This design comes from an exercise in tuning for small area and a short achievable clock period on the open sky130 flow, not from production work.
Only simulation tests tie the RTL to the original design; equivalence was not proved.
Power and IR drop assume default switching activity.

<file path="flow/config.mk">
export PLATFORM = sky130hd
export DESIGN_NAME = cordic
export DESIGN_NICKNAME = cordic
export VERILOG_FILES = /design/flow/design.v
export SDC_FILE = /design/flow/constraint.sdc
export NUM_CORES = 4
export LEC_CHECK = 0
export CAP_MARGIN = 20
export CORE_MARGIN = 2
export CORE_UTILIZATION = 60
export CTS_BUF_LIST = sky130_fd_sc_hd__clkbuf_4 sky130_fd_sc_hd__clkbuf_8
export SETUP_SLACK_MARGIN = 2.7
export SLEW_MARGIN = 20
</file>
<file path="flow/constraint.sdc">
create_clock -name core_clock -period 5.0 [get_ports {clk}]
set_input_delay 1.0000 -clock core_clock [delete_from_list [all_inputs] [get_ports {clk}]]
set_output_delay 1.0000 -clock core_clock [all_outputs]
set_load 0.01 [all_outputs]
</file>
<file path="flow/design.v">
module cordic (
    input wire signed [31:0] angle,
    input wire clk, reset,
    output wire signed [31:0] x, y
);
reg [2:0] vcnt;
always @(posedge clk)
    if (reset) vcnt <= 3'd0;
    else if (vcnt != 3'd7) vcnt <= vcnt + 3'd1;
wire [15:0] lo = angle[15:0];
wire [12:0] zo;
wire lo_lt16387 = (~lo[15] & ~lo[14]) | (~lo[15] & lo[14] & ~lo[13] & ~lo[12] & ~lo[11] & ~lo[10] & ~lo[9] & ~lo[8] & ~lo[7] & ~lo[6] & ~lo[5] & ~lo[4] & ~lo[3] & ~lo[2] & ~lo[1]) | (~lo[15] & lo[14] & ~lo[13] & ~lo[12] & ~lo[11] & ~lo[10] & ~lo[9] & ~lo[8] & ~lo[7] & ~lo[6] & ~lo[5] & ~lo[4] & ~lo[3] & ~lo[2] & lo[1] & ~lo[0]);
wire lo_lt32769 = (~lo[15]) | (lo[15] & ~lo[14] & ~lo[13] & ~lo[12] & ~lo[11] & ~lo[10] & ~lo[9] & ~lo[8] & ~lo[7] & ~lo[6] & ~lo[5] & ~lo[4] & ~lo[3] & ~lo[2] & ~lo[1] & ~lo[0]);
wire lo_lt49152 = (~lo[15]) | (lo[15] & ~lo[14]);
wire lo_lt17527 = (~lo[15] & ~lo[14]) | (~lo[15] & lo[14] & ~lo[13] & ~lo[12] & ~lo[11] & ~lo[10]) | (~lo[15] & lo[14] & ~lo[13] & ~lo[12] & ~lo[11] & lo[10] & ~lo[9] & ~lo[8] & ~lo[7] & ~lo[6]) | (~lo[15] & lo[14] & ~lo[13] & ~lo[12] & ~lo[11] & lo[10] & ~lo[9] & ~lo[8] & ~lo[7] & lo[6] & ~lo[5]) | (~lo[15] & lo[14] & ~lo[13] & ~lo[12] & ~lo[11] & lo[10] & ~lo[9] & ~lo[8] & ~lo[7] & lo[6] & lo[5] & ~lo[4]) | (~lo[15] & lo[14] & ~lo[13] & ~lo[12] & ~lo[11] & lo[10] & ~lo[9] & ~lo[8] & ~lo[7] & lo[6] & lo[5] & lo[4] & ~lo[3] & ~lo[2]) | (~lo[15] & lo[14] & ~lo[13] & ~lo[12] & ~lo[11] & lo[10] & ~lo[9] & ~lo[8] & ~lo[7] & lo[6] & lo[5] & lo[4] & ~lo[3] & lo[2] & ~lo[1]) | (~lo[15] & lo[14] & ~lo[13] & ~lo[12] & ~lo[11] & lo[10] & ~lo[9] & ~lo[8] & ~lo[7] & lo[6] & lo[5] & lo[4] & ~lo[3] & lo[2] & lo[1] & ~lo[0]);
wire lo_lt8192 = (~lo[15] & ~lo[14] & ~lo[13]);
wire lo_lt24577 = (~lo[15] & ~lo[14]) | (~lo[15] & lo[14] & ~lo[13]) | (~lo[15] & lo[14] & lo[13] & ~lo[12] & ~lo[11] & ~lo[10] & ~lo[9] & ~lo[8] & ~lo[7] & ~lo[6] & ~lo[5] & ~lo[4] & ~lo[3] & ~lo[2] & ~lo[1] & ~lo[0]);
wire lo_lt40960 = (~lo[15]) | (lo[15] & ~lo[14] & ~lo[13]);
wire lo_lt57344 = (~lo[15]) | (lo[15] & ~lo[14]) | (lo[15] & lo[14] & ~lo[13]);
wire lo_lt3362 = (~lo[15] & ~lo[14] & ~lo[13] & ~lo[12] & ~lo[11]) | (~lo[15] & ~lo[14] & ~lo[13] & ~lo[12] & lo[11] & ~lo[10]) | (~lo[15] & ~lo[14] & ~lo[13] & ~lo[12] & lo[11] & lo[10] & ~lo[9] & ~lo[8]) | (~lo[15] & ~lo[14] & ~lo[13] & ~lo[12] & lo[11] & lo[10] & ~lo[9] & lo[8] & ~lo[7] & ~lo[6] & ~lo[5]) | (~lo[15] & ~lo[14] & ~lo[13] & ~lo[12] & lo[11] & lo[10] & ~lo[9] & lo[8] & ~lo[7] & ~lo[6] & lo[5] & ~lo[4] & ~lo[3] & ~lo[2] & ~lo[1]);
wire lo_lt29407 = (~lo[15] & ~lo[14]) | (~lo[15] & lo[14] & ~lo[13]) | (~lo[15] & lo[14] & lo[13] & ~lo[12]) | (~lo[15] & lo[14] & lo[13] & lo[12] & ~lo[11] & ~lo[10] & ~lo[9]) | (~lo[15] & lo[14] & lo[13] & lo[12] & ~lo[11] & ~lo[10] & lo[9] & ~lo[8] & ~lo[7]) | (~lo[15] & lo[14] & lo[13] & lo[12] & ~lo[11] & ~lo[10] & lo[9] & ~lo[8] & lo[7] & ~lo[6]) | (~lo[15] & lo[14] & lo[13] & lo[12] & ~lo[11] & ~lo[10] & lo[9] & ~lo[8] & lo[7] & lo[6] & ~lo[5] & ~lo[4]) | (~lo[15] & lo[14] & lo[13] & lo[12] & ~lo[11] & ~lo[10] & lo[9] & ~lo[8] & lo[7] & lo[6] & ~lo[5] & lo[4] & ~lo[3]) | (~lo[15] & lo[14] & lo[13] & lo[12] & ~lo[11] & ~lo[10] & lo[9] & ~lo[8] & lo[7] & lo[6] & ~lo[5] & lo[4] & lo[3] & ~lo[2]) | (~lo[15] & lo[14] & lo[13] & lo[12] & ~lo[11] & ~lo[10] & lo[9] & ~lo[8] & lo[7] & lo[6] & ~lo[5] & lo[4] & lo[3] & lo[2] & ~lo[1]) | (~lo[15] & lo[14] & lo[13] & lo[12] & ~lo[11] & ~lo[10] & lo[9] & ~lo[8] & lo[7] & lo[6] & ~lo[5] & lo[4] & lo[3] & lo[2] & lo[1] & ~lo[0]);
wire lo_lt36130 = (~lo[15]) | (lo[15] & ~lo[14] & ~lo[13] & ~lo[12] & ~lo[11]) | (lo[15] & ~lo[14] & ~lo[13] & ~lo[12] & lo[11] & ~lo[10]) | (lo[15] & ~lo[14] & ~lo[13] & ~lo[12] & lo[11] & lo[10] & ~lo[9] & ~lo[8]) | (lo[15] & ~lo[14] & ~lo[13] & ~lo[12] & lo[11] & lo[10] & ~lo[9] & lo[8] & ~lo[7] & ~lo[6] & ~lo[5]) | (lo[15] & ~lo[14] & ~lo[13] & ~lo[12] & lo[11] & lo[10] & ~lo[9] & lo[8] & ~lo[7] & ~lo[6] & lo[5] & ~lo[4] & ~lo[3] & ~lo[2] & ~lo[1]);
wire lo_lt62174 = (~lo[15]) | (lo[15] & ~lo[14]) | (lo[15] & lo[14] & ~lo[13]) | (lo[15] & lo[14] & lo[13] & ~lo[12]) | (lo[15] & lo[14] & lo[13] & lo[12] & ~lo[11] & ~lo[10] & ~lo[9]) | (lo[15] & lo[14] & lo[13] & lo[12] & ~lo[11] & ~lo[10] & lo[9] & ~lo[8] & ~lo[7]) | (lo[15] & lo[14] & lo[13] & lo[12] & ~lo[11] & ~lo[10] & lo[9] & ~lo[8] & lo[7] & ~lo[6]) | (lo[15] & lo[14] & lo[13] & lo[12] & ~lo[11] & ~lo[10] & lo[9] & ~lo[8] & lo[7] & lo[6] & ~lo[5] & ~lo[4]) | (lo[15] & lo[14] & lo[13] & lo[12] & ~lo[11] & ~lo[10] & lo[9] & ~lo[8] & lo[7] & lo[6] & ~lo[5] & lo[4] & ~lo[3]) | (lo[15] & lo[14] & lo[13] & lo[12] & ~lo[11] & ~lo[10] & lo[9] & ~lo[8] & lo[7] & lo[6] & ~lo[5] & lo[4] & lo[3] & ~lo[2]) | (lo[15] & lo[14] & lo[13] & lo[12] & ~lo[11] & ~lo[10] & lo[9] & ~lo[8] & lo[7] & lo[6] & ~lo[5] & lo[4] & lo[3] & lo[2] & ~lo[1]);
wire lo_lt13022 = (~lo[15] & ~lo[14] & ~lo[13]) | (~lo[15] & ~lo[14] & lo[13] & ~lo[12]) | (~lo[15] & ~lo[14] & lo[13] & lo[12] & ~lo[11] & ~lo[10] & ~lo[9]) | (~lo[15] & ~lo[14] & lo[13] & lo[12] & ~lo[11] & ~lo[10] & lo[9] & ~lo[8] & ~lo[7]) | (~lo[15] & ~lo[14] & lo[13] & lo[12] & ~lo[11] & ~lo[10] & lo[9] & ~lo[8] & lo[7] & ~lo[6]) | (~lo[15] & ~lo[14] & lo[13] & lo[12] & ~lo[11] & ~lo[10] & lo[9] & ~lo[8] & lo[7] & lo[6] & ~lo[5] & ~lo[4]) | (~lo[15] & ~lo[14] & lo[13] & lo[12] & ~lo[11] & ~lo[10] & lo[9] & ~lo[8] & lo[7] & lo[6] & ~lo[5] & lo[4] & ~lo[3]) | (~lo[15] & ~lo[14] & lo[13] & lo[12] & ~lo[11] & ~lo[10] & lo[9] & ~lo[8] & lo[7] & lo[6] & ~lo[5] & lo[4] & lo[3] & ~lo[2]) | (~lo[15] & ~lo[14] & lo[13] & lo[12] & ~lo[11] & ~lo[10] & lo[9] & ~lo[8] & lo[7] & lo[6] & ~lo[5] & lo[4] & lo[3] & lo[2] & ~lo[1]);
wire lo_lt19747 = (~lo[15] & ~lo[14]) | (~lo[15] & lo[14] & ~lo[13] & ~lo[12] & ~lo[11]) | (~lo[15] & lo[14] & ~lo[13] & ~lo[12] & lo[11] & ~lo[10]) | (~lo[15] & lo[14] & ~lo[13] & ~lo[12] & lo[11] & lo[10] & ~lo[9] & ~lo[8]) | (~lo[15] & lo[14] & ~lo[13] & ~lo[12] & lo[11] & lo[10] & ~lo[9] & lo[8] & ~lo[7] & ~lo[6] & ~lo[5]) | (~lo[15] & lo[14] & ~lo[13] & ~lo[12] & lo[11] & lo[10] & ~lo[9] & lo[8] & ~lo[7] & ~lo[6] & lo[5] & ~lo[4] & ~lo[3] & ~lo[2] & ~lo[1]) | (~lo[15] & lo[14] & ~lo[13] & ~lo[12] & lo[11] & lo[10] & ~lo[9] & lo[8] & ~lo[7] & ~lo[6] & lo[5] & ~lo[4] & ~lo[3] & ~lo[2] & lo[1] & ~lo[0]);
wire lo_lt45790 = (~lo[15]) | (lo[15] & ~lo[14] & ~lo[13]) | (lo[15] & ~lo[14] & lo[13] & ~lo[12]) | (lo[15] & ~lo[14] & lo[13] & lo[12] & ~lo[11] & ~lo[10] & ~lo[9]) | (lo[15] & ~lo[14] & lo[13] & lo[12] & ~lo[11] & ~lo[10] & lo[9] & ~lo[8] & ~lo[7]) | (lo[15] & ~lo[14] & lo[13] & lo[12] & ~lo[11] & ~lo[10] & lo[9] & ~lo[8] & lo[7] & ~lo[6]) | (lo[15] & ~lo[14] & lo[13] & lo[12] & ~lo[11] & ~lo[10] & lo[9] & ~lo[8] & lo[7] & lo[6] & ~lo[5] & ~lo[4]) | (lo[15] & ~lo[14] & lo[13] & lo[12] & ~lo[11] & ~lo[10] & lo[9] & ~lo[8] & lo[7] & lo[6] & ~lo[5] & lo[4] & ~lo[3]) | (lo[15] & ~lo[14] & lo[13] & lo[12] & ~lo[11] & ~lo[10] & lo[9] & ~lo[8] & lo[7] & lo[6] & ~lo[5] & lo[4] & lo[3] & ~lo[2]) | (lo[15] & ~lo[14] & lo[13] & lo[12] & ~lo[11] & ~lo[10] & lo[9] & ~lo[8] & lo[7] & lo[6] & ~lo[5] & lo[4] & lo[3] & lo[2] & ~lo[1]);
wire lo_lt52514 = (~lo[15]) | (lo[15] & ~lo[14]) | (lo[15] & lo[14] & ~lo[13] & ~lo[12] & ~lo[11]) | (lo[15] & lo[14] & ~lo[13] & ~lo[12] & lo[11] & ~lo[10]) | (lo[15] & lo[14] & ~lo[13] & ~lo[12] & lo[11] & lo[10] & ~lo[9] & ~lo[8]) | (lo[15] & lo[14] & ~lo[13] & ~lo[12] & lo[11] & lo[10] & ~lo[9] & lo[8] & ~lo[7] & ~lo[6] & ~lo[5]) | (lo[15] & lo[14] & ~lo[13] & ~lo[12] & lo[11] & lo[10] & ~lo[9] & lo[8] & ~lo[7] & ~lo[6] & lo[5] & ~lo[4] & ~lo[3] & ~lo[2] & ~lo[1]);
wire t_m1298 = (~zo[12] & ~zo[11]) | (~zo[12] & zo[11] & ~zo[10] & ~zo[9]) | (~zo[12] & zo[11] & ~zo[10] & zo[9] & ~zo[8] & ~zo[7]) | (~zo[12] & zo[11] & ~zo[10] & zo[9] & ~zo[8] & zo[7] & ~zo[6]) | (~zo[12] & zo[11] & ~zo[10] & zo[9] & ~zo[8] & zo[7] & zo[6] & ~zo[5]) | (~zo[12] & zo[11] & ~zo[10] & zo[9] & ~zo[8] & zo[7] & zo[6] & zo[5] & ~zo[4] & ~zo[3]) | (~zo[12] & zo[11] & ~zo[10] & zo[9] & ~zo[8] & zo[7] & zo[6] & zo[5] & ~zo[4] & zo[3] & ~zo[2]) | (~zo[12] & zo[11] & ~zo[10] & zo[9] & ~zo[8] & zo[7] & zo[6] & zo[5] & ~zo[4] & zo[3] & zo[2] & ~zo[1]);
wire t_p1298 = (~zo[12]) | (zo[12] & ~zo[11] & ~zo[10]) | (zo[12] & ~zo[11] & zo[10] & ~zo[9] & ~zo[8]) | (zo[12] & ~zo[11] & zo[10] & ~zo[9] & zo[8] & ~zo[7] & ~zo[6] & ~zo[5] & ~zo[4]) | (zo[12] & ~zo[11] & zo[10] & ~zo[9] & zo[8] & ~zo[7] & ~zo[6] & ~zo[5] & zo[4] & ~zo[3] & ~zo[2] & ~zo[1]);
wire t_m1949 = (~zo[12] & ~zo[11]) | (~zo[12] & zo[11] & ~zo[10] & ~zo[9] & ~zo[8] & ~zo[7] & ~zo[6]) | (~zo[12] & zo[11] & ~zo[10] & ~zo[9] & ~zo[8] & ~zo[7] & zo[6] & ~zo[5]) | (~zo[12] & zo[11] & ~zo[10] & ~zo[9] & ~zo[8] & ~zo[7] & zo[6] & zo[5] & ~zo[4] & ~zo[3] & ~zo[2] & ~zo[1]) | (~zo[12] & zo[11] & ~zo[10] & ~zo[9] & ~zo[8] & ~zo[7] & zo[6] & zo[5] & ~zo[4] & ~zo[3] & ~zo[2] & zo[1] & ~zo[0]);
wire t_m647 = (~zo[12] & ~zo[11]) | (~zo[12] & zo[11] & ~zo[10]) | (~zo[12] & zo[11] & zo[10] & ~zo[9] & ~zo[8]) | (~zo[12] & zo[11] & zo[10] & ~zo[9] & zo[8] & ~zo[7] & ~zo[6]) | (~zo[12] & zo[11] & zo[10] & ~zo[9] & zo[8] & ~zo[7] & zo[6] & ~zo[5]) | (~zo[12] & zo[11] & zo[10] & ~zo[9] & zo[8] & ~zo[7] & zo[6] & zo[5] & ~zo[4]) | (~zo[12] & zo[11] & zo[10] & ~zo[9] & zo[8] & ~zo[7] & zo[6] & zo[5] & zo[4] & ~zo[3]) | (~zo[12] & zo[11] & zo[10] & ~zo[9] & zo[8] & ~zo[7] & zo[6] & zo[5] & zo[4] & zo[3] & ~zo[2] & ~zo[1] & ~zo[0]);
wire t_p647 = (~zo[12]) | (zo[12] & ~zo[11] & ~zo[10] & ~zo[9]) | (zo[12] & ~zo[11] & ~zo[10] & zo[9] & ~zo[8] & ~zo[7]) | (zo[12] & ~zo[11] & ~zo[10] & zo[9] & ~zo[8] & zo[7] & ~zo[6] & ~zo[5] & ~zo[4] & ~zo[3] & ~zo[2]) | (zo[12] & ~zo[11] & ~zo[10] & zo[9] & ~zo[8] & zo[7] & ~zo[6] & ~zo[5] & ~zo[4] & ~zo[3] & zo[2] & ~zo[1]) | (zo[12] & ~zo[11] & ~zo[10] & zo[9] & ~zo[8] & zo[7] & ~zo[6] & ~zo[5] & ~zo[4] & ~zo[3] & zo[2] & zo[1] & ~zo[0]);
wire t_p1949 = (~zo[12]) | (zo[12] & ~zo[11] & ~zo[10]) | (zo[12] & ~zo[11] & zo[10] & ~zo[9]) | (zo[12] & ~zo[11] & zo[10] & zo[9] & ~zo[8]) | (zo[12] & ~zo[11] & zo[10] & zo[9] & zo[8] & ~zo[7]) | (zo[12] & ~zo[11] & zo[10] & zo[9] & zo[8] & zo[7] & ~zo[6] & ~zo[5] & ~zo[4]) | (zo[12] & ~zo[11] & zo[10] & zo[9] & zo[8] & zo[7] & ~zo[6] & ~zo[5] & zo[4] & ~zo[3]) | (zo[12] & ~zo[11] & zo[10] & zo[9] & zo[8] & zo[7] & ~zo[6] & ~zo[5] & zo[4] & zo[3] & ~zo[2]) | (zo[12] & ~zo[11] & zo[10] & zo[9] & zo[8] & zo[7] & ~zo[6] & ~zo[5] & zo[4] & zo[3] & zo[2] & ~zo[1] & ~zo[0]);
wire s   = angle[31];
wire h0  = angle[16];
wire zr  = (angle[30:17] == 14'd0);
wire in_r = ~s & zr & ~h0;
wire h1   = ~s & zr & h0;
wire sneg = (~s & ~zr) | (s & zr & ~h0) | (h1 & ~lo_lt17527);
wire spos = s & ~(zr & ~h0);
wire qa = lo_lt16387;
wire qb = ~lo_lt16387 & lo_lt32769;
wire qc = ~lo_lt32769 & lo_lt49152;
wire qd = ~lo_lt49152;
wire selA = ~in_r | qa;
wire d1 = (selA & lo_lt8192) | (in_r & qb & ~lo_lt24577) | (in_r & qc & lo_lt40960) | (in_r & qd & ~lo_lt57344);
wire d2y = (selA & lo_lt3362) | (in_r & qb & ~lo_lt29407) | (in_r & qc & lo_lt36130) | (in_r & qd & ~lo_lt62174);
wire d2n = (selA & lo_lt13022) | (in_r & qb & ~lo_lt19747) | (in_r & qc & lo_lt45790) | (in_r & qd & ~lo_lt52514);
wire d2 = d1 ? d2y : d2n;
wire qb_s = qb & ~lo[15];                    
wire neg = in_r & (qb_s | qd);
wire [2:0] cls = sneg ? 3'b110 : spos ? 3'b111 : h1 ? 3'b101 :
                 (qa ? 3'b000 : qb_s ? 3'b001 : qc ? 3'b010 : qd ? 3'b011 : 3'b100);
reg [14:0] lop_1;
reg [1:0] d_1;
reg [2:0] cls_1;
always @(posedge clk) begin
    lop_1 <= lo[14:0] ^ {15{neg}};
    d_1   <= {d2, d1};
    cls_1 <= cls;
end
wire cin = (cls_1 == 3'b001);
wire [12:0] k3 = d_1[0] ? (d_1[1] ? 13'd7386 : 13'd2274) : (d_1[1] ? 13'd5918 : 13'd806);
reg [12:0] z3_2;
reg [1:0] d_2;
reg [2:0] cls_2;
always @(posedge clk) begin
    z3_2  <= lop_1[12:0] + {12'd0, cin} + k3;
    d_2   <= d_1;
    cls_2 <= cls_1;
end
assign zo = {~z3_2[12], z3_2[11:0]};       
wire d3 = z3_2[12];
wire d4 = d3 ? t_m1298 : t_p1298;
wire d5 = d3 ? (d4 ? t_m1949 : t_m647) : (d4 ? t_p647 : t_p1949);
wire sat = cls_2[2] & cls_2[1];
wire f   = cls_2[2] & (cls_2[1] ^ cls_2[0]);
wire [1:0] q = cls_2[2] ? {cls_2[1] | cls_2[0], 1'b1} : cls_2[1:0];
reg [7:0] code_3, code_4, code_5, code_6, code_7;
always @(posedge clk) begin
    code_3 <= {q, {d5 ^ d4, d4 ^ d3, d3 ^ d_2[1], d_2[1] ^ d_2[0], d_2[0]} & {5{~sat}}, f};
    code_4 <= code_3;
    code_5 <= code_4;
    code_6 <= code_5;
    code_7 <= code_6;
end
wire [9:0] x6, y6, nzx, nzy;
cordic_tab tab (.d(code_7[5:0]), .xo(x6), .yo(y6), .nx(nzx), .ny(nzy));
wire negx = code_7[6] ^ code_7[7];
wire negy = code_7[7] ^ code_7[0];          
wire [9:0] tx = x6 ^ (nzx & {10{negx}});
wire [9:0] ty = y6 ^ (nzy & {10{negy}});
reg [9:0] xr, yr;
always @(posedge clk) begin
    if (reset || vcnt != 3'd7) begin
        xr <= 10'd0;
        yr <= 10'd0;
    end else begin
        xr <= tx;
        yr <= ty;
    end
end
assign x = {{22{xr[9]}}, xr};
assign y = {{22{yr[9]}}, yr};
endmodule
module cordic_tab(d, xo, yo, nx, ny);
  input [5:0] d;
  wire [5:0] d;
  output [9:0] xo;
  wire [9:0] xo;
  output [9:0] yo;
  wire [9:0] yo;
  output [9:0] nx;
  wire [9:0] nx;
  output [9:0] ny;
  wire [9:0] ny;
  wire _000_;
  wire _001_;
  wire _002_;
  wire _003_;
  wire _004_;
  wire _005_;
  wire _006_;
  wire _007_;
  wire _008_;
  wire _009_;
  wire _010_;
  wire _011_;
  wire _012_;
  wire _013_;
  wire _014_;
  wire _015_;
  wire _016_;
  wire _017_;
  wire _018_;
  wire _019_;
  wire _020_;
  wire _021_;
  wire _022_;
  wire _023_;
  wire _024_;
  wire _025_;
  wire _026_;
  wire _027_;
  wire _028_;
  wire _029_;
  wire _030_;
  wire _031_;
  wire _032_;
  wire _033_;
  wire _034_;
  wire _035_;
  wire _036_;
  wire _037_;
  wire _038_;
  wire _039_;
  wire _040_;
  wire _041_;
  wire _042_;
  wire _043_;
  wire _044_;
  wire _045_;
  wire _046_;
  wire _047_;
  wire _048_;
  wire _049_;
  wire _050_;
  wire _051_;
  wire _052_;
  wire _053_;
  wire _054_;
  wire _055_;
  wire _056_;
  wire _057_;
  wire _058_;
  wire _059_;
  wire _060_;
  wire _061_;
  wire _062_;
  wire _063_;
  wire _064_;
  wire _065_;
  wire _066_;
  wire _067_;
  wire _068_;
  wire _069_;
  wire _070_;
  wire _071_;
  wire _072_;
  wire _073_;
  wire _074_;
  wire _075_;
  wire _076_;
  wire _077_;
  wire _078_;
  wire _079_;
  wire _080_;
  wire _081_;
  wire _082_;
  wire _083_;
  wire _084_;
  wire _085_;
  wire _086_;
  wire _087_;
  wire _088_;
  wire _089_;
  wire _090_;
  wire _091_;
  wire _092_;
  wire _093_;
  wire _094_;
  wire _095_;
  wire _096_;
  wire _097_;
  wire _098_;
  wire _099_;
  wire _100_;
  wire _101_;
  wire _102_;
  wire _103_;
  wire _104_;
  wire _105_;
  wire _106_;
  wire _107_;
  wire _108_;
  wire _109_;
  wire _110_;
  wire _111_;
  wire _112_;
  wire _113_;
  wire _114_;
  wire _115_;
  wire _116_;
  wire _117_;
  wire _118_;
  wire _119_;
  wire _120_;
  wire _121_;
  wire _122_;
  wire _123_;
  wire _124_;
  wire _125_;
  assign _018_ = d[4] ? _092_ : _017_;
  assign _019_ = _081_ ^ _073_;
  assign _020_ = d[3] ? _106_ : _082_;
  assign _021_ = _076_ ? _019_ : _020_;
  assign xo[4] = _072_ ? _018_ : _021_;
  assign _022_ = _098_ ? _089_ : _015_;
  assign _023_ = _073_ ? d[2] : _022_;
  assign _024_ = _074_ ^ _073_;
  assign _025_ = d[3] ? _082_ : _086_;
  assign _026_ = _076_ ? _024_ : _025_;
  assign xo[3] = _072_ ? _023_ : _026_;
  assign _027_ = _073_ ? d[1] : _106_;
  assign _028_ = _076_ ? _073_ : _027_;
  assign _029_ = _098_ & ~(_015_);
  assign _030_ = d[0] ? d[2] : _081_;
  assign _031_ = _073_ ? _029_ : _030_;
  assign _032_ = d[0] | ~(d[1]);
  assign _033_ = d[2] ? _032_ : _015_;
  assign _034_ = _120_ ? _089_ : _098_;
  assign _035_ = _073_ ? _033_ : _034_;
  assign _036_ = _076_ ? _031_ : _035_;
  assign xo[2] = d[5] ? _028_ : _036_;
  assign _037_ = _093_ & _078_;
  assign _038_ = d[3] ? _106_ : _074_;
  assign _039_ = _076_ ? _037_ : _038_;
  assign _040_ = _039_ & ~(_072_);
  assign _041_ = ~(d[2] & d[1]);
  assign _042_ = _041_ | _073_;
  assign _043_ = _042_ | _120_;
  assign _044_ = _041_ & ~(_104_);
  assign _045_ = _110_ | d[5];
  assign _046_ = _045_ | _044_;
  assign _047_ = _043_ & ~(_046_);
  assign xo[1] = _047_ | _040_;
  assign _048_ = d[3] ? _106_ : _086_;
  assign _049_ = _084_ & ~(_113_);
  assign nx[1] = d[4] ? _048_ : _049_;
  assign _050_ = d[3] & ~(_085_);
  assign _051_ = _076_ ? _050_ : _038_;
  assign _052_ = _073_ ? _081_ : _085_;
  assign _053_ = _076_ ? _011_ : _052_;
  assign yo[4] = _072_ ? _051_ : _053_;
  assign _054_ = _093_ & ~(_006_);
  assign _055_ = _081_ & ~(_100_);
  assign _056_ = _055_ | _007_;
  assign yo[6] = _056_ | _054_;
  assign _057_ = d[3] ? _041_ : _086_;
  assign _058_ = _076_ ? _019_ : _057_;
  assign _059_ = d[2] | d[3];
  assign _060_ = ~(_059_ & _078_);
  assign _061_ = _076_ ? _037_ : _060_;
  assign yo[5] = _072_ ? _058_ : _061_;
  assign ny[6] = _042_ | _003_;
  assign _062_ = _073_ ? _098_ : _084_;
  assign _063_ = d[4] ? _086_ : _062_;
  assign _064_ = _073_ ? _098_ : _086_;
  assign _065_ = d[4] ? _064_ : _062_;
  assign yo[7] = _072_ ? _063_ : _065_;
  assign _066_ = _059_ | d[1];
  assign _067_ = _066_ | d[4];
  assign _068_ = _074_ | ~(_102_);
  assign ny[4] = _072_ ? _067_ : _068_;
  assign _069_ = ~(_102_ & _009_);
  assign ny[3] = _072_ ? _067_ : _069_;
  assign nx[6] = _003_ | _109_;
  assign _070_ = _085_ | _073_;
  assign _071_ = d[4] ? _070_ : _066_;
  assign ny[2] = _072_ ? _005_ : _071_;
  assign _072_ = ~d[5];
  assign _073_ = ~d[3];
  assign _074_ = d[2] ^ d[1];
  assign _075_ = _073_ ? d[2] : _074_;
  assign _076_ = ~d[4];
  assign _077_ = _074_ ^ d[3];
  assign _078_ = d[1] | ~(d[3]);
  assign _079_ = _078_ & _074_;
  assign _080_ = _076_ ? _077_ : _079_;
  assign yo[3] = _072_ ? _075_ : _080_;
  assign _081_ = d[1] & ~(d[2]);
  assign _082_ = ~(d[2] | d[1]);
  assign _083_ = _073_ ? _081_ : _082_;
  assign _084_ = d[2] | ~(d[1]);
  assign _085_ = d[2] & ~(d[1]);
  assign _086_ = _084_ & ~(_085_);
  assign _087_ = d[3] ? d[1] : _086_;
  assign _088_ = _076_ ? _083_ : _087_;
  assign _089_ = ~d[1];
  assign _090_ = _073_ ? _089_ : _085_;
  assign _091_ = _076_ ? _073_ : _090_;
  assign yo[2] = _072_ ? _088_ : _091_;
  assign _092_ = d[3] ? _085_ : _086_;
  assign _093_ = d[3] | ~(d[1]);
  assign _094_ = ~(_093_ & _078_);
  assign _095_ = d[4] ? _092_ : _094_;
  assign _096_ = _085_ | d[4];
  assign yo[1] = d[5] ? _095_ : _096_;
  assign _097_ = _084_ | d[3];
  assign _098_ = ~d[2];
  assign _099_ = d[1] ? d[4] : _098_;
  assign ny[1] = ~(_099_ & _097_);
  assign _100_ = d[4] & ~(d[5]);
  assign yo[9] = ~(_100_ | _097_);
  assign _101_ = _073_ & ~(_100_);
  assign yo[8] = _101_ | _089_;
  assign _102_ = d[4] & d[3];
  assign _103_ = ~(_102_ & _074_);
  assign _104_ = d[0] | d[4];
  assign _105_ = _104_ | _097_;
  assign nx[4] = d[5] ? _103_ : _105_;
  assign _106_ = d[2] & d[1];
  assign _107_ = _106_ | _073_;
  assign _108_ = _107_ | _076_;
  assign _109_ = _078_ | _098_;
  assign _110_ = d[0] & d[4];
  assign _111_ = _110_ & ~(_109_);
  assign _112_ = _105_ & ~(_111_);
  assign nx[3] = d[5] ? _108_ : _112_;
  assign _113_ = d[0] & ~(_093_);
  assign _114_ = _097_ & ~(_113_);
  assign _115_ = d[4] ? _107_ : _114_;
  assign _116_ = _084_ | d[0];
  assign _117_ = d[1] | ~(d[0]);
  assign _118_ = ~(d[0] & d[1]);
  assign _119_ = d[2] ? _117_ : _118_;
  assign _120_ = ~d[0];
  assign _121_ = _098_ ? _120_ : _117_;
  assign _122_ = _073_ ? _119_ : _121_;
  assign _123_ = _076_ ? _116_ : _122_;
  assign nx[2] = d[5] ? _115_ : _123_;
  assign _124_ = d[2] | d[1];
  assign xo[9] = _101_ & ~(_124_);
  assign xo[8] = _101_ | d[1];
  assign _125_ = _073_ ? _098_ : _124_;
  assign _000_ = d[4] ? _074_ : _125_;
  assign _001_ = _073_ ? _098_ : _074_;
  assign _002_ = _076_ ? _125_ : _001_;
  assign xo[7] = _072_ ? _000_ : _002_;
  assign _003_ = ~(d[5] & d[4]);
  assign _004_ = ~(_003_ | _079_);
  assign _005_ = _124_ | d[4];
  assign _006_ = ~(d[2] & d[4]);
  assign _007_ = _072_ & ~(_006_);
  assign _008_ = _007_ | ~(_005_);
  assign xo[6] = _008_ | _004_;
  assign _009_ = d[1] | ~(d[2]);
  assign _010_ = d[3] ? _009_ : _074_;
  assign _011_ = _082_ ^ _073_;
  assign _012_ = d[4] ? _010_ : _011_;
  assign _013_ = d[3] ? d[1] : _098_;
  assign _014_ = _076_ ? _094_ : _013_;
  assign xo[5] = _072_ ? _012_ : _014_;
  assign _015_ = d[0] | d[1];
  assign _016_ = _015_ & ~(_098_);
  assign _017_ = d[3] & ~(_016_);
  assign { ny[9:7], ny[5], ny[0] } = { 3'h7, ny[4], 1'h0 };
  assign { nx[9:7], nx[5], nx[0] } = { 3'h7, nx[4], 1'h0 };
  assign yo[0] = ny[1];
  assign xo[0] = nx[1];
endmodule
</file>
<file path="flow/flow/run.sh">
#!/bin/bash
# Standard ORFS layout, except that the port buffers are plain buffers
# (buf_2) instead of the delay cells buffer_ports picks by default.
set -euo pipefail
export BUFFER_PORTS_ARGS="-buffer_cell sky130_fd_sc_hd__buf_2"
bash standard.sh finish > flow_standard.log 2>&1
</file>
<file path="flow/standard.sh">
#!/bin/bash
# synth_recipe.tcl (not shown) runs the flow's synth.tcl, then flattens the netlist and writes it again
# the make line also repeats each setting of config.mk as NAME=value (left out here)
make -C /OpenROAD-flow-scripts/flow DESIGN_CONFIG=/design/flow/config.mk WORK_HOME=/design/flow/orfs CLKGATE_MAP_FILE= SYNTH_SCRIPT=/design/flow/synth_recipe.tcl "${@:-finish}"
</file>
==> results of run 1 <==
[stage by stage]
step	worst slack [ns]	hold slack, ns	utilization [%]	instances	instance area [um2]
global route	2.50	0.341	70.1	713	5700
floorplan	2.16	0.310	-	551	5020
CTS	2.57	0.325	68.2	708	5540
global placement	1.73	0.311	64.0	689	5200
finish	2.57	0.326	70.1	713	5700
detailed placement	1.69	0.312	64.0	689	5200
[layer usage]
metal  global-route usage, %  share of wire [%]  routed length (um)  up-vias
li1                        -                  -                   -     2018
met1                    25.6                 39                4190     1860
met2                    41.7                 53                5660      156
met3                    3.40                4.8                 508       22
met4                    12.1                2.7                 288        0
met5                       0                  0                   0        -
[synthesized netlist by cell type, types with 3 or more instances]
library cell | number | share of area (%)
mux2_2 | 3 | 0.68
o21ai_0 | 30 | 3.0
xnor2_1 | 30 | 5.3
clkbuf_1 | 15 | 1.1
or3_1 | 7 | 0.88
mux2i_1 | 4 | 0.80
nor2_1 | 49 | 3.7
nand3_1 | 10 | 1.0
xor2_1 | 6 | 1.1
o31ai_1 | 6 | 0.90
o2bb2ai_1 | 3 | 0.53
nand2b_1 | 9 | 1.1
o22ai_1 | 5 | 0.63
a31oi_1 | 10 | 1.3
and2_1 | 4 | 0.50
o21ai_1 | 3 | 0.30
inv_1 | 21 | 1.6
or4_1 | 5 | 0.75
dfxtp_1 | 99 | 40
o211ai_1 | 3 | 0.45
buf_1 | 3 | 0.23
nand2_1 | 27 | 2.0
a32oi_1 | 3 | 0.53
xnor2_2 | 10 | 3.3
nor2b_1 | 9 | 1.1
a211oi_1 | 10 | 1.5
buf_4 | 44 | 6.6
a21oi_1 | 31 | 3.1
a2111oi_0 | 3 | 0.53
nor3_1 | 13 | 1.3
o21a_1 | 5 | 0.75
ha_1 | 22 | 5.5
nor4_1 | 7 | 0.88
[final cells by class]
| type | count | share of cell area (%) |
|---|---|---|
| clock buffers | 10 | 2.42 |
| well taps | 105 | 2.31 |
| flip-flops and latches | 99 | 35.0 |
| clock inverters | 6 | 1.41 |
| multi-input cells | 365 | 47.0 |
| repair buffers | 106 | 10.5 |
| inverters | 22 | 1.45 |
[sequential cells by signal (all words and copies together) (netlist names)]
name and flops:
lop_1 13, z3_2 13, xr 10, yr 10
code_3 8, code_4 8, code_5 8, code_6 8
code_7 8, cls_1 3, cls_2 3, vcnt 3
d_1 2, d_2 2
[layout by cell type, fill, tap and decap left out, types with 3 or more instances in the layout]
| cell type | Yosys | final |
|---|---|---|
| mux2i_1 | 4 | 4 |
| a32oi_1 | 3 | 3 |
| nand3_1 | 10 | 10 |
| dfxtp_1 | 99 | 94 |
| a31oi_1 | 10 | 10 |
| dfxtp_2 | 0 | 3 |
| o21a_1 | 5 | 5 |
| xnor2_1 | 30 | 29 |
| o211ai_1 | 3 | 3 |
| nor3_1 | 13 | 12 |
| or3_4 | 0 | 3 |
| or4_4 | 1 | 5 |
| buf_2 | 1 | 91 |
| xor2_1 | 6 | 5 |
| o31ai_1 | 6 | 6 |
| o22ai_1 | 5 | 5 |
| inv_1 | 21 | 21 |
| clkbuf_8 | 0 | 10 |
| nor2b_1 | 9 | 8 |
| nor2_1 | 49 | 49 |
| mux2_2 | 3 | 3 |
| o21ai_0 | 30 | 27 |
| a211oi_1 | 10 | 10 |
| nand2b_1 | 9 | 8 |
| xnor2_2 | 10 | 11 |
| or3_1 | 7 | 5 |
| nand2_1 | 27 | 27 |
| buf_6 | 1 | 4 |
| o21ai_1 | 3 | 4 |
| ha_2 | 0 | 3 |
| inv_8 | 0 | 3 |
| buf_4 | 44 | 10 |
| and2_1 | 4 | 4 |
| a21oi_1 | 31 | 28 |
| nor4_1 | 7 | 5 |
| ha_1 | 22 | 19 |
[how the worst max path moves through the flow]
stage,end,slack (ns),cells after the start
global placement,lop_1[1]$_DFF_P_,1.73,5
detailed placement,lop_1[12]$_DFF_P_,1.69,5
global route,d_1[1]$_DFF_P_,2.50,7
floorplan,lop_1[10]$_DFF_P_,2.16,7
CTS,lop_1[8]$_DFF_P_,2.57,5
finish,d_1[1]$_DFF_P_,2.57,7
[kinds of logic after synthesis]
kind of cell             share of synthesized area [%]
AND/OR/NAND/NOR                                   15.4
AO/OA/AOI/OAI                                     17.9
flip-flops                                        39.6
buffers and inverters                             10.4
XOR/XNOR                                          9.56
adder cells (fa/ha/maj)                           5.51
multiplexers                                      1.48
[power breakdown]
| group | total [uW] | internal (uW) | switching, uW |
|---|---|---|---|
| Sequential | 855 | 820 | 34.6 |
| Clock | 543 | 256 | 287 |
| Combinational | 195 | 92.7 | 102 |
| Total | 1590 | 1170 | 423 |
[worst reg2reg max path: cells and delay by family, from the launching register on]
family                   cells  cell delay, ns
XOR/XNOR                     1            0.17
buffers and inverters        1            0.22
AND/OR/NAND/NOR              4            0.64
flip-flops                   1            0.41
AO/OA/AOI/OAI                1            0.23
adder cells (fa/ha/maj)      1            0.40
[what timing repair did]
action | in CTS | in global routing
buffers inserted | 2 | 5
setup endpoints to repair | 26 | 72
gates cloned | 1 | 0
hold endpoints to repair | 0 | 0
pin swaps | 11 | 16
resized for setup | 23 | 32
==> results.py, run 1 <==
metrics = {
    "place": {
        "place.gp.congestion": 0.956,
        "portBuffers": 97,
        "dpl.hpwl_um": 7130,
    },
    "critical_path": {
        "crit_family": "simple AND/OR/NAND/NOR gates",
        "worst-path-buf-inv": 1,
        "crit_start": "angle[7]",
        "r2r.worst_path.cells": 8,
        "cp.required_ns": 5.25,
        "slowest_delay_ns": 0.55,
        "cp-start-kind": "input pin",
        "crit_chain": "buf_12 -> or4_4 -> nor4_4 -> nor2b_2 -> o21ai_4 -> a31oi_1 -> a32oi_1",
        "r2r_slack_ns": 2.79,
        "timing.rr.end": "yr[5]$_SDFF_PP0_",
        "worst_path_max_delay_cell": "or4_4",
        "r2r-start": "code_7[2]$_DFF_P_",
        "critPathCaptureType": "register",
        "crit_arrival_ns": 2.68,
        "critical_path.max_fanout": 4,
        "path_class": "in -> reg",
    },
    "drt": {
        "dr.pass1.iters": 5,
        "drtIter0Drc": 187,
        "routed-via-count": 4056,
        "drtAntennaViolNets": 0,
        "viasPerCell": 5.69,
        "route.detailed.wl_per_inst_um": 14.9,
        "wirelength_um": 10600,
        "drcViolationCount": 0,
    },
    "global_routing": {
        "grt_pass1_vias": 3603,
        "grt_max_degree": 43,
        "grt_usage_pct": 22.9,
        "grt_pass1_wl_um": 16200,
        "grt_overflow": 0,
        "antenna_found_initial": 0,
    },
    "floorplan": {
        "die-area_um2": 9080,
        "start_util_pct": 61.5,
        "core_um2": 8130,
        "die_y_um": 95.3,
        "row_count": 33,
        "design.portCount": 98,
        "fp.dieW_um": 95.3,
    },
    "power_and_ir_drop": {
        "power_density_nw_per_um2": 280,
        "ir_worst_vdd_uv": 148,
        "finalPower_uw": 1590,
        "static-leakage-power_uw": 0.00244,
    },
    "clocking": {
        "cts_buffers": 9,
        "worst_skew_pair.late_latency_ns": 0.37,
        "cts_tree": "built",
        "cts.reportedPaths.clkPinSlew_ns": 0.10,
        "clk_path_buf_depth": 2,
        "cts_sinks": 99,
        "cts_root_buf": "clkbuf_8",
        "htree_num_levels": 3,
        "hold_buffers": 0,
    },
    "final_layout": {
        "area.sequential_um2": 1990,
        "nNetsFinal": 659,
        "layout-drive-gt1-share_pct": 28.9,
        "antenna_cells": 0,
        "multi_input_area_um2": 2680,
        "area_delta_synth_final_pct": 14.0,
        "fillerInstances": 627,
    },
    "synthesis": {
        "synth_cells": 551,
        "syn_area_per_cell_um2": 9.07,
        "yosysUniqueCellTypes": 64,
        "synth_enable_flop_cells": 0,
        "syn-num-nets": 607,
        "yosys_most_used_dff": "dfxtp_1",
        "yosys_warnings": 1,
        "synth_async_sr_flop_share_pct": 0,
        "synth_seq_cells": 99,
        "yosysSeqAreaShare_pct": 39.6,
        "netlist_area_um2": 5000,
    },
    "sta": {
        "rsz0062_at_grt": "true",
        "fin_crit_ns": 2.43,
        "min_period_over_period_pct": 48.6,
        "max_slew_margin_pct": 35.8,
        "hold_viol_final": 0,
        "fmax_mhz": 412,
        "setup_viol": 0,
        "worstMarginPinSlew_ns": 0.956,
        "drv_slew": 0,
        "clock_skew_ns": 0.00774,
        "finalSetupTns_ns": 0,
    },
    "worst_hold_path": {
        "hold_start": "code_5[3]$_DFF_P_",
        "min_to": "code_6[3]$_DFF_P_",
        "min_path_type": "reg -> reg",
        "hold_path_depth": 0,
    },
    "outcome": {
        "status": "finished clean",
    },
    "run": {
        "max_cap_viol_count": 0,
    },
}
==> run 2: changes to the inputs <==
--- a/flow/config.mk
+++ b/flow/config.mk
@@ -5,6 +5,7 @@
 export SDC_FILE = /design/flow/constraint.sdc
 export NUM_CORES = 4
 export LEC_CHECK = 0
+export ABC_AREA = 1
 export CAP_MARGIN = 20
 export CORE_MARGIN = 2
 export CORE_UTILIZATION = 60
==> run 2 against run 1 <==
Cell area down 4.3%. Global-route usage rose by 0.79 points. Power decreased by 1.8%. Area after synthesis grew 0.43%. Largest power group unchanged. Maximum frequency grew 16%. Critical endpoint is now z3_2[10]$_DFF_P_. Highest routed layer unchanged. Clock-buffer cell count stayed put. Critical path type is now reg -> reg. Clock power decreased by 4.8%. Register-to-register slack gained 0.11 ns. Still clean on timing, DRC and antenna. Synthesized cell count is 21% higher. Critical path depth up 3. First-iteration DRC count down 13%. Sequential power shrank 0.6%.
==> results.py, run 2 <==
metrics = {
    "run": {
        "max_cap_viol_count": 0,
    },
    "synthesis": {
        "yosys_most_used_dff": "dfxtp_1",
        "yosysUniqueCellTypes": 40,
        "netlist_area_um2": 5020,
        "synth_seq_cells": 99,
        "yosysSeqAreaShare_pct": 39.5,
        "netlist.area_leader.share_pct": 39.5,
        "yosysMostFrequentCell": "nand2_1",
        "synth_area_leader_cell": "dfxtp_1",
        "synth_enable_flop_cells": 0,
        "yosys-top-cells-area": "dfxtp_1 39%, nand2_1 9.4%, buf_4 6.9%, nor2_1 5.8%, ha_1 5.5%",
        "synthTopCellsByCount": "126 x nand2_1, 99 x dfxtp_1, 78 x nor2_1",
        "synth_cells": 668,
        "syn-num-nets": 724,
        "synth_async_sr_flop_share_pct": 0,
        "syn_area_per_cell_um2": 7.51,
        "yosys_warnings": 1,
    },
    "global_routing": {
        "antenna_found_initial": 0,
        "grt_usage_pct": 23.7,
        "grt_max_degree": 24,
        "grt_pass1_wl_um": 17100,
        "grt_overflow": 0,
        "grt_pass1_vias": 3988,
    },
    "floorplan": {
        "core_um2": 8180,
        "die_y_um": 95.5,
        "fp.dieW_um": 95.5,
        "design.portCount": 98,
        "row_count": 33,
        "start_util_pct": 61.4,
        "die-area_um2": 9110,
    },
    "sta": {
        "fin_crit_ns": 2.10,
        "finalSetupTns_ns": 0,
        "setup_ws_ns": 2.90,
        "fmax_mhz": 477,
        "drv_slew": 0,
        "holdWs_ns": 0.321,
        "max_slew_margin_pct": 34.1,
        "hold_viol_final": 0,
        "rsz0062_at_grt": "false",
        "setup_viol": 0,
        "min_period_over_period_pct": 42.0,
        "clock_skew_ns": 0.0136,
        "worstMarginPinSlew_ns": 0.985,
    },
    "final_layout": {
        "antenna_cells": 0,
        "reg_top3": "lop_1 (13), z3_2 (13)",
        "final_common_cell": "nand2_1",
        "area.sequential_um2": 1990,
        "layout-drive-gt1-share_pct": 18.2,
        "area_delta_synth_final_pct": 8.57,
        "multi_input_area_um2": 2380,
        "nNetsFinal": 776,
        "layout_common_cells": "126 x nand2_1, 97 x buf_2, 93 x dfxtp_1",
        "fillerInstances": 708,
    },
    "place": {
        "dpl.hpwl_um": 8080,
        "portBuffers": 97,
        "post-place-ws_ns": 2.59,
        "place.gp.congestion": 0.976,
    },
    "drt": {
        "routed-via-count": 4345,
        "drtIter0Drc": 163,
        "dr.pass1.iters": 6,
        "route.detailed.wl_per_inst_um": 12.6,
        "wirelength_um": 10500,
        "drcViolationCount": 0,
        "viasPerCell": 5.23,
        "drtAntennaViolNets": 0,
    },
    "critical_path": {
        "cpMostUsedCell": "ha_1",
        "worst-path-buf-inv": 1,
        "path_depth": 10,
        "slowest_delay_ns": 0.33,
        "worst_path_max_delay_cell": "dfxtp_1",
        "crit_arrival_ns": 2.39,
        "cp-start-kind": "register",
        "crit_chain": "nor3b_2 -> ha_1 -> inv_1 -> ha_1 -> nor3_1 -> nor2_1 -> o21ai_0 -> nand3_1 -> nand2_1 -> xor2_1",
        "path_class": "reg -> reg",
        "crit_family": "simple AND/OR/NAND/NOR gates",
        "cp.required_ns": 5.29,
        "r2r.worst_path.cells": 10,
        "critical_path.max_fanout": 3,
        "critPathCaptureType": "register",
    },
    "outcome": {
        "status": "finished clean",
    },
    "clocking": {
        "cts.reportedPaths.clkPinSlew_ns": 0.10,
        "htree_num_levels": 3,
        "cts_buffers": 9,
        "cts_tree": "built",
        "cts_root_buf": "clkbuf_8",
        "worst_skew_pair.late_latency_ns": 0.36,
        "clk_path_buf_depth": 2,
        "cts_sinks": 99,
        "post_cts_buffers": 0,
        "hold_buffers": 0,
    },
    "worst_hold_path": {
        "hold_path_depth": 0,
        "min_path_type": "reg -> reg",
    },
    "power_and_ir_drop": {
        "finalPower_uw": 1560,
        "ir_worst_vdd_uv": 131,
        "static-leakage-power_uw": 0.00278,
        "power_density_nw_per_um2": 287,
    },
}
## run 2: cell types whose count changed after synthesis, sizes merged, moves of 14 or more
cell and change:
xor2 +19, xnor2 -32, a21oi +14, o21ai +21, nand2 +102, nor2 +32
nand3 +29, inv +48
## run 2: cell families after synthesis
| family | count (synthesis) | synth area share [%] |
|---|---|---|
| buf+inv | 125 | 13.2 |
| simple gates | 265 | 22.1 |
| fa+ha+maj | 22 | 5.48 |
| xor+xnor | 33 | 6.06 |
| compound gates | 124 | 13.7 |
| flops | 99 | 39.5 |
## run 2: power breakdown
| part | switching [uW] | internal, uW | leakage [uW] | total (uW) |
|---|---|---|---|---|
| logic | 117 | 79.5 | 0.00187 | 196 |
| clock network | 274 | 243 | 0.0000984 | 517 |
| registers | 27.2 | 823 | 0.000815 | 850 |
| total | 418 | 1150 | 0.00278 | 1560 |
## run 2: routing by layer
metal | vias up | routed length, um | global-route usage [%] | part of all wire (%)
met5 | - | 0 | 0 | 0
met4 | 0 | 231 | 10.8 | 2.2
met3 | 23 | 586 | 4.66 | 5.6
met2 | 159 | 5360 | 43.5 | 51
met1 | 1935 | 4300 | 26.2 | 41
li1 | 2228 | - | - | -
## run 2: final timing paths
| kind | from | endpoint | slack, ns |
|---|---|---|---|
| worst max-delay path | cls_1[1]$_SDFF_PP1_ | z3_2[10]$_DFF_P_ | 2.90 |
| worst min-delay path | code_6[5]$_DFF_P_ | code_7[5]$_DFF_P_ | 0.32 |
| worst max register to register | cls_1[1]$_SDFF_PP1_ | z3_2[10]$_DFF_P_ | 2.90 |
| worst min register to register | code_6[5]$_DFF_P_ | code_7[5]$_DFF_P_ | 0.32 |
## run 2: cell type report
class                           count  share of cell area, %
Clock inverter                      6                   1.35
Inverter                           69                   4.75
Clock buffer                       10                   2.41
Sequential cell                    99                   36.5
Tap cell                          105                   2.41
Timing Repair Buffer               97                   8.91
Multi-Input combinational cell    444                   43.7
## run 2: worst register-to-register path: stages, from the launching register on
cell and delay [ns]:
dfxtp_1 0.33, nor3b_2 0.28, ha_1 0.24, inv_1 0.06, ha_1 0.22, nor3_1 0.20
nor2_1 0.09, o21ai_0 0.29, nand3_1 0.11, nand2_1 0.09, xor2_1 0.13
## run 2: metrics by stage
stage               instance area, um2  utilization [%]  instances
floorplan                         5020                -        668
global placement                  5230             64.0        814
detailed placement                5230             64.0        814
CTS                               5440             66.5        830
global route                      5450             66.7        830
finish                            5450             66.7        830
## run 2: repair_timing
| action | CTS | global route |
|---|---|---|
| gates resized for setup | 1 | 6 |
| gates cloned | 0 | 0 |
| setup endpoints to repair | 23 | 34 |
==> run 3: changes to the inputs <==
==> flow/flow/run.sh (replaced) <==
#!/bin/bash
# Standard ORFS layout, except that the port buffers are plain buffers
# (buf_1) instead of the delay cells buffer_ports picks by default.
set -euo pipefail
export BUFFER_PORTS_ARGS="-buffer_cell sky130_fd_sc_hd__buf_1"
bash standard.sh finish > flow_standard.log 2>&1
--- a/flow/config.mk
+++ b/flow/config.mk
@@ -8,7 +8,7 @@
 export ABC_AREA = 1
 export CAP_MARGIN = 20
 export CORE_MARGIN = 2
-export CORE_UTILIZATION = 60
+export CORE_UTILIZATION = 65
 export CTS_BUF_LIST = sky130_fd_sc_hd__clkbuf_4 sky130_fd_sc_hd__clkbuf_8
-export SETUP_SLACK_MARGIN = 2.7
+export SETUP_SLACK_MARGIN = 2.85
 export SLEW_MARGIN = 20
==> run 3 against run 2 <==
Highest routed layer unchanged. Critical path type is now in -> reg. Hold slack improved by 0.0055 ns. Power shrank 1.7%. Sequential cell count did not move. Cell area down 2.1%. Still clean. Core utilization increased by 3.5 points. First-iteration DRC count increased by 17%. Wire length fell by 1.9%. Area after synthesis unchanged. Largest power group unchanged. Clock skew fell by 0.0022 ns. Non-clock buffer count stayed put. Maximum frequency rose by 1.6%.
==> results.py, run 3 <==
metrics = {
    "worst_hold_path": {
        "min_path_type": "reg -> reg",
    },
    "synthesis": {
        "synth_async_sr_flop_share_pct": 0,
        "yosysMostFrequentCell": "nand2_1",
        "yosys_most_used_dff": "dfxtp_1",
        "synthTopCellsByCount": "126 x nand2_1, 99 x dfxtp_1, 78 x nor2_1",
        "synth_enable_flop_cells": 0,
        "yosysUniqueCellTypes": 40,
        "yosysSeqAreaShare_pct": 39.5,
        "netlist.area_leader.share_pct": 39.5,
        "yosys-top-cells-area": "dfxtp_1 39%, nand2_1 9.4%, buf_4 6.9%, nor2_1 5.8%, ha_1 5.5%",
        "syn_area_per_cell_um2": 7.51,
        "netlist_area_um2": 5020,
        "yosys_warnings": 1,
        "synth_area_leader_cell": "dfxtp_1",
        "synth_cells": 668,
        "synth_seq_cells": 99,
        "syn-num-nets": 724,
    },
    "global_routing": {
        "grt_max_degree": 24,
        "grt_pass1_vias": 4026,
        "grt_usage_pct": 25.2,
        "grt_overflow": 0,
        "antenna_found_initial": 0,
        "grt_pass1_wl_um": 17300,
    },
    "power_and_ir_drop": {
        "power_density_nw_per_um2": 288,
        "ir_worst_vdd_uv": 159,
        "finalPower_uw": 1540,
        "static-leakage-power_uw": 0.00240,
    },
    "final_layout": {
        "nNetsFinal": 776,
        "layout-drive-gt1-share_pct": 5.79,
        "antenna_cells": 0,
        "layout_common_cells": "125 x nand2_1, 97 x buf_1, 92 x dfxtp_1",
        "final_cell_area_um2": 5340,
        "reg_top3": "lop_1 (13), z3_2 (13)",
        "final_util_pct": 70.1,
        "final_common_cell": "nand2_1",
        "area_delta_synth_final_pct": 6.31,
        "fillerInstances": 645,
        "instances_no_fill": 827,
    },
    "sta": {
        "min_period_over_period_pct": 41.3,
        "finalSetupTns_ns": 0,
        "fin_crit_ns": 2.07,
        "max_slew_margin_pct": 61.2,
        "worstMarginPinSlew_ns": 0.582,
        "rsz0062_at_grt": "false",
        "clock_skew_ns": 0.0114,
        "fmax_mhz": 484,
        "drv_slew": 0,
        "hold_viol_final": 0,
        "setup_viol": 0,
    },
    "critical_path": {
        "critPathCaptureType": "register",
        "path_class": "in -> reg",
        "crit_arrival_ns": 2.30,
        "worst_path_max_delay_cell": "buf_1",
        "crit_chain": "buf_1 -> nor2_4 -> nand3_1 -> nor2_1 -> nand2_1 -> nand2_2 -> nor2_1 -> nand2_4 -> xor2_1",
        "cpMostUsedCell": "nor2_1",
        "cp.required_ns": 5.24,
        "slowest_delay_ns": 0.36,
        "critical_path.max_fanout": 13,
        "cp-start-kind": "input pin",
    },
    "clocking": {
        "cts_root_buf": "clkbuf_8",
        "cts.reportedPaths.clkPinSlew_ns": 0.10,
        "clk_path_buf_depth": 2,
        "cts_buffers": 9,
        "cts_sinks": 99,
        "cts_tree": "built",
        "post_cts_buffers": 0,
        "htree_num_levels": 3,
        "worst_skew_pair.late_latency_ns": 0.36,
    },
    "floorplan": {
        "die-area_um2": 8440,
        "row_count": 32,
        "die_y_um": 91.9,
        "fp.dieW_um": 91.9,
        "design.portCount": 98,
        "core_um2": 7610,
        "start_util_pct": 66.0,
    },
    "drt": {
        "viasPerCell": 5.35,
        "drcViolationCount": 0,
        "route.detailed.wl_per_inst_um": 12.4,
        "drtIter0Drc": 191,
        "wirelength_um": 10300,
        "routed-via-count": 4426,
        "drtAntennaViolNets": 0,
        "dr.pass1.iters": 5,
    },
    "outcome": {
        "status": "finished clean",
    },
    "place": {
        "portBuffers": 97,
        "dpl.hpwl_um": 7760,
        "placed_cell_area_um2": 5110,
        "place_inst": 811,
        "place.gp.congestion": 0.980,
    },
    "run": {
        "max_cap_viol_count": 0,
    },
}
[run 3: cell type report]
type | count | area [um2] | area share, %
multi-input combinational | 444 | 2400 | 44.9
clock buffer | 10 | 138 | 2.58
inverter | 69 | 259 | 4.85
timing repair buffer | 97 | 364 | 6.82
sequential | 99 | 2000 | 37.4
tap | 102 | 128 | 2.39
clock inverter | 6 | 55.1 | 1.03
[run 3: routing by layer]
metal | vias to the layer above | track usage (%) | routed length (um)
li1 | 2241 | - | -
met1 | 1963 | 29.2 | 4130
met2 | 198 | 45.6 | 5210
met3 | 24 | 4.44 | 700
met4 | 0 | 10.4 | 241
met5 | - | 0 | 0
[run 3: cell families (layout without fill, tap and decap cells)]
kind of cell | Yosys count | count (layout) | synth area share [%]
and+or+nand+nor | 265 | 265 | 22.1
buffers and inverters | 125 | 182 | 13.2
adders and majority gates | 22 | 22 | 5.48
xor gates and xnor gates | 33 | 33 | 6.06
AOI/OAI and AO/OA | 124 | 124 | 13.7
DFF | 99 | 99 | 39.5
[run 3: worst max-delay path: cells and delay by family]
kind	cells	cell delay (ns)
buffers and inverters	1	0.36
xor gates and xnor gates	1	0.18
and+or+nand+nor	7	0.77
[run 3: report_power, final]
part	internal (uW)	switching [uW]	leakage, uW
Clock	204	286	0.0000929
Combinational	76.2	121	0.00149
Sequential	822	27.9	0.000816
Total	1100	435	0.00240
[run 3: per-stage QoR]
stage / hold slack, ns / setup WS [ns]
2_1_floorplan: 0.310 / 2.94
3_3_place_gp: 0.310 / 2.66
3_5_place_dp: 0.312 / 2.59
4_1_cts: 0.330 / 2.88
5_1_grt: 0.328 / 2.85
6_report: 0.327 / 2.93
[run 3: final timing paths]
check,from,endpoint,slack [ns],cells after the start
max,angle[13],lop_1[11]$_DFF_P_,2.93,9
min,code_5[1]$_DFF_P_,code_6[1]$_DFF_P_,0.33,0
max reg2reg,code_7[2]$_DFF_P_,xr[3]$_SDFF_PP0_,3.01,11
min reg2reg,code_5[1]$_DFF_P_,code_6[1]$_DFF_P_,0.33,0
[run 3: repair_timing]
| action | CTS | global route |
|---|---|---|
| endpoints found under the setup margin | 50 | 48 |
| hold buffers | 0 | 0 |
| resized for setup | 6 | 11 |
==> run 4: changes to the inputs <==
--- a/flow/config.mk
+++ b/flow/config.mk
@@ -8,7 +8,9 @@
 export ABC_AREA = 1
 export CAP_MARGIN = 20
 export CORE_MARGIN = 2
-export CORE_UTILIZATION = 65
+export CORE_UTILIZATION = 60
 export CTS_BUF_LIST = sky130_fd_sc_hd__clkbuf_4 sky130_fd_sc_hd__clkbuf_8
+export CTS_CLUSTER_DIAMETER = 80
+export CTS_CLUSTER_SIZE = 40
 export SETUP_SLACK_MARGIN = 2.85
 export SLEW_MARGIN = 20
==> run 4 against run 3 <==
Via count is 2.0% lower. Power rose by 2.1%. Register-to-register slack got worse by 0.05 ns. Largest power group unchanged.
==> results.py, run 4 <==
metrics = {
    "drt": {
        "routed-via-count": 4336,
        "dr.pass1.iters": 5,
        "drtIter0Drc": 160,
        "route.detailed.wl_per_inst_um": 12.5,
        "drcViolationCount": 0,
        "drtAntennaViolNets": 0,
        "wirelength_um": 10400,
        "viasPerCell": 5.22,
    },
    "clocking": {
        "worst_skew_pair.late_latency_ns": 0.36,
        "post_cts_buffers": 0,
        "cts.reportedPaths.clkPinSlew_ns": 0.10,
        "cts_buffers": 9,
        "cts_sinks": 99,
        "clk_path_buf_depth": 2,
        "htree_num_levels": 3,
        "cts_root_buf": "clkbuf_8",
        "cts_tree": "built",
        "hold_buffers": 0,
        "ctsResizeCount": 6,
    },
    "global_routing": {
        "grt_pass1_vias": 3872,
        "grt_usage_pct": 23.7,
        "grt_overflow": 0,
        "antenna_found_initial": 0,
        "grt_max_degree": 24,
        "grt_pass1_wl_um": 17000,
    },
    "synthesis": {
        "yosys_warnings": 1,
        "synth_enable_flop_cells": 0,
        "syn-num-nets": 724,
        "yosys_most_used_dff": "dfxtp_1",
        "netlist_area_um2": 5020,
        "synthTopCellsByCount": "126 x nand2_1, 99 x dfxtp_1, 78 x nor2_1",
        "yosysUniqueCellTypes": 40,
        "yosysMostFrequentCell": "nand2_1",
        "yosys-top-cells-area": "dfxtp_1 39%, nand2_1 9.4%, buf_4 6.9%, nor2_1 5.8%, ha_1 5.5%",
        "syn_area_per_cell_um2": 7.51,
        "synth_seq_cells": 99,
        "synth_area_leader_cell": "dfxtp_1",
        "synth_cells": 668,
        "yosysSeqAreaShare_pct": 39.5,
        "synth_async_sr_flop_share_pct": 0,
        "netlist.area_leader.share_pct": 39.5,
    },
    "sta": {
        "setup_viol": 0,
        "min_period_over_period_pct": 40.8,
        "worstMarginPinSlew_ns": 0.587,
        "hold_viol_final": 0,
        "drv_slew": 0,
        "rsz0062_at_grt": "false",
        "clock_skew_ns": 0.0107,
        "fmax_mhz": 491,
        "fin_crit_ns": 2.04,
        "finalSetupTns_ns": 0,
        "max_slew_margin_pct": 60.7,
    },
    "final_layout": {
        "area_delta_synth_final_pct": 6.68,
        "nNetsFinal": 776,
        "reg_top3": "lop_1 (13), z3_2 (13)",
        "final_cell_area_um2": 5360,
        "final_util_pct": 65.5,
        "layout_common_cells": "125 x nand2_1, 96 x buf_1, 92 x dfxtp_1",
        "antenna_cells": 0,
        "final_common_cell": "nand2_1",
        "instances_no_fill": 830,
        "layout-drive-gt1-share_pct": 5.66,
    },
    "floorplan": {
        "die-area_um2": 9110,
        "core_um2": 8180,
        "fp.dieW_um": 95.5,
        "start_util_pct": 61.4,
        "die_y_um": 95.5,
        "row_count": 33,
        "design.portCount": 98,
    },
    "worst_hold_path": {
        "min_to": "code_4[1]$_DFF_P_",
        "min_path_type": "reg -> reg",
        "hold_start": "code_3[1]$_DFF_P_",
        "hold_path_depth": 0,
    },
    "critical_path": {
        "r2r.worst_path.cells": 8,
        "crit_arrival_ns": 2.32,
        "timing.rr.end": "z3_2[12]$_DFF_P_",
        "path_class": "reg -> reg",
        "cp-start-kind": "register",
        "r2r-start": "cls_1[1]$_SDFF_PP1_",
        "cp.required_ns": 5.28,
        "r2r_slack_ns": 2.96,
        "critPathCaptureType": "register",
        "critical_path.max_fanout": 3,
        "crit_start": "cls_1[1]$_SDFF_PP1_",
    },
    "place": {
        "placed_cell_area_um2": 5110,
        "portBuffers": 97,
        "dpl.hpwl_um": 7880,
        "place_inst": 814,
        "place.gp.congestion": 0.931,
    },
    "outcome": {
        "status": "finished clean",
    },
    "run": {
        "max_cap_viol_count": 0,
    },
    "power_and_ir_drop": {
        "static-leakage-power_uw": 0.00242,
        "power_density_nw_per_um2": 293,
        "ir_worst_vdd_uv": 220,
    },
}
run 4: where the power goes:
group,total (uW),internal [uW],switching (uW)
Combinational,196,76.0,120
Clock,523,240,284
Sequential,850,822,27.7
run 4: worst max path at each step:
stage / end / slack [ns]
finish: z3_2[12]$_DFF_P_ / 2.96
floorplan: lop_1[10]$_DFF_P_ / 2.94
CTS: yr[1]$_SDFF_PP0_ / 2.85
detailed placement: lop_1[2]$_DFF_P_ / 2.55
global placement: lop_1[0]$_DFF_P_ / 2.64
global route: z3_2[12]$_DFF_P_ / 2.86
run 4: critical path: stages (launching register included):
cell and delay (ns):
dfxtp_1 0.35, nor3b_4 0.26, ha_1 0.21, inv_1 0.06, ha_1 0.21, o21ai_0 0.38
nand3_1 0.15, o2111ai_1 0.17, xor2_1 0.18
run 4: cells by family after synthesis:
| kind of cell | Yosys count | synth area share, % |
|---|---|---|
| AOI/OAI and AO/OA | 124 | 13.7 |
| xor gates and xnor gates | 33 | 6.06 |
| adders and majority gates | 22 | 5.48 |
| buffers and inverters | 125 | 13.2 |
| DFF | 99 | 39.5 |
| and+or+nand+nor | 265 | 22.1 |
run 4: final cells by class:
class / count / area (um2)
Clock buffer: 9 / 124
Clock inverter: 7 / 83.8
Fill cell: 774 / 2820
Inverter: 69 / 259
Multi-Input combinational cell: 444 / 2400
Sequential cell: 99 / 2000
Tap cell: 105 / 131
Timing Repair Buffer: 97 / 365
run 4: metal layers:
metal  up-vias  global-route usage (%)  share of wire, %
met5         -                       0                 0
li1       2242                       -                 -
met2       170                    40.8                48
met3        26                    5.30               6.8
met1      1898                    28.8                43
met4         0                    8.81               2.3
run 4: stage by stage:
step                      setup WS [ns]  hold slack [ns]  power, uW
after floorplan                    2.94            0.310       1010
after global placement             2.64            0.310       1060
after detailed placement           2.55            0.312       1060
after CTS                          2.85            0.331       1580
after global routing               2.86            0.335       1650
final                              2.96            0.330       1570

==> afterwards: timing with drivers on the ports <==
The flow's constraints put no driver on any port. The routed layouts listed below were extracted and timed again, unchanged, in two steps.
Step 1 sets driving cells, clkbuf_16 on the clock port and buf_2 on the other inputs (assumed; they add their load-dependent delay and slew).
Step 2 adds t to the input delays and takes it off the output delays; t is the mean of the earliest and latest rising clock arrival at the registers after step 1. Input paths then give back, and output paths get back, about the clock's delay inside the block.
Slacks: ideal ports / drivers / drivers and shift; pairs: ideal ports / drivers.
| run | shift t [ns] | setup slack, ns | slew at the worst register clock pin (ns) |
|---|---|---|---|
| run 1 | 0.391 | 2.572 / 2.554 / 2.163 | 0.10 / 0.10 |
| run 2 | 0.378 | 2.902 / 2.891 / 2.588 | 0.10 / 0.10 |
| run 3 | 0.390 | 2.935 / 2.948 / 2.558 | 0.10 / 0.10 |
| run 4 | 0.386 | 2.962 / 2.962 / 2.663 | 0.10 / 0.10 |
After both steps every run listed still meets setup and hold. For run 1, which loses most, drivers alone change the setup slack by -0.018 ns; drivers and shift together by -0.409 ns.
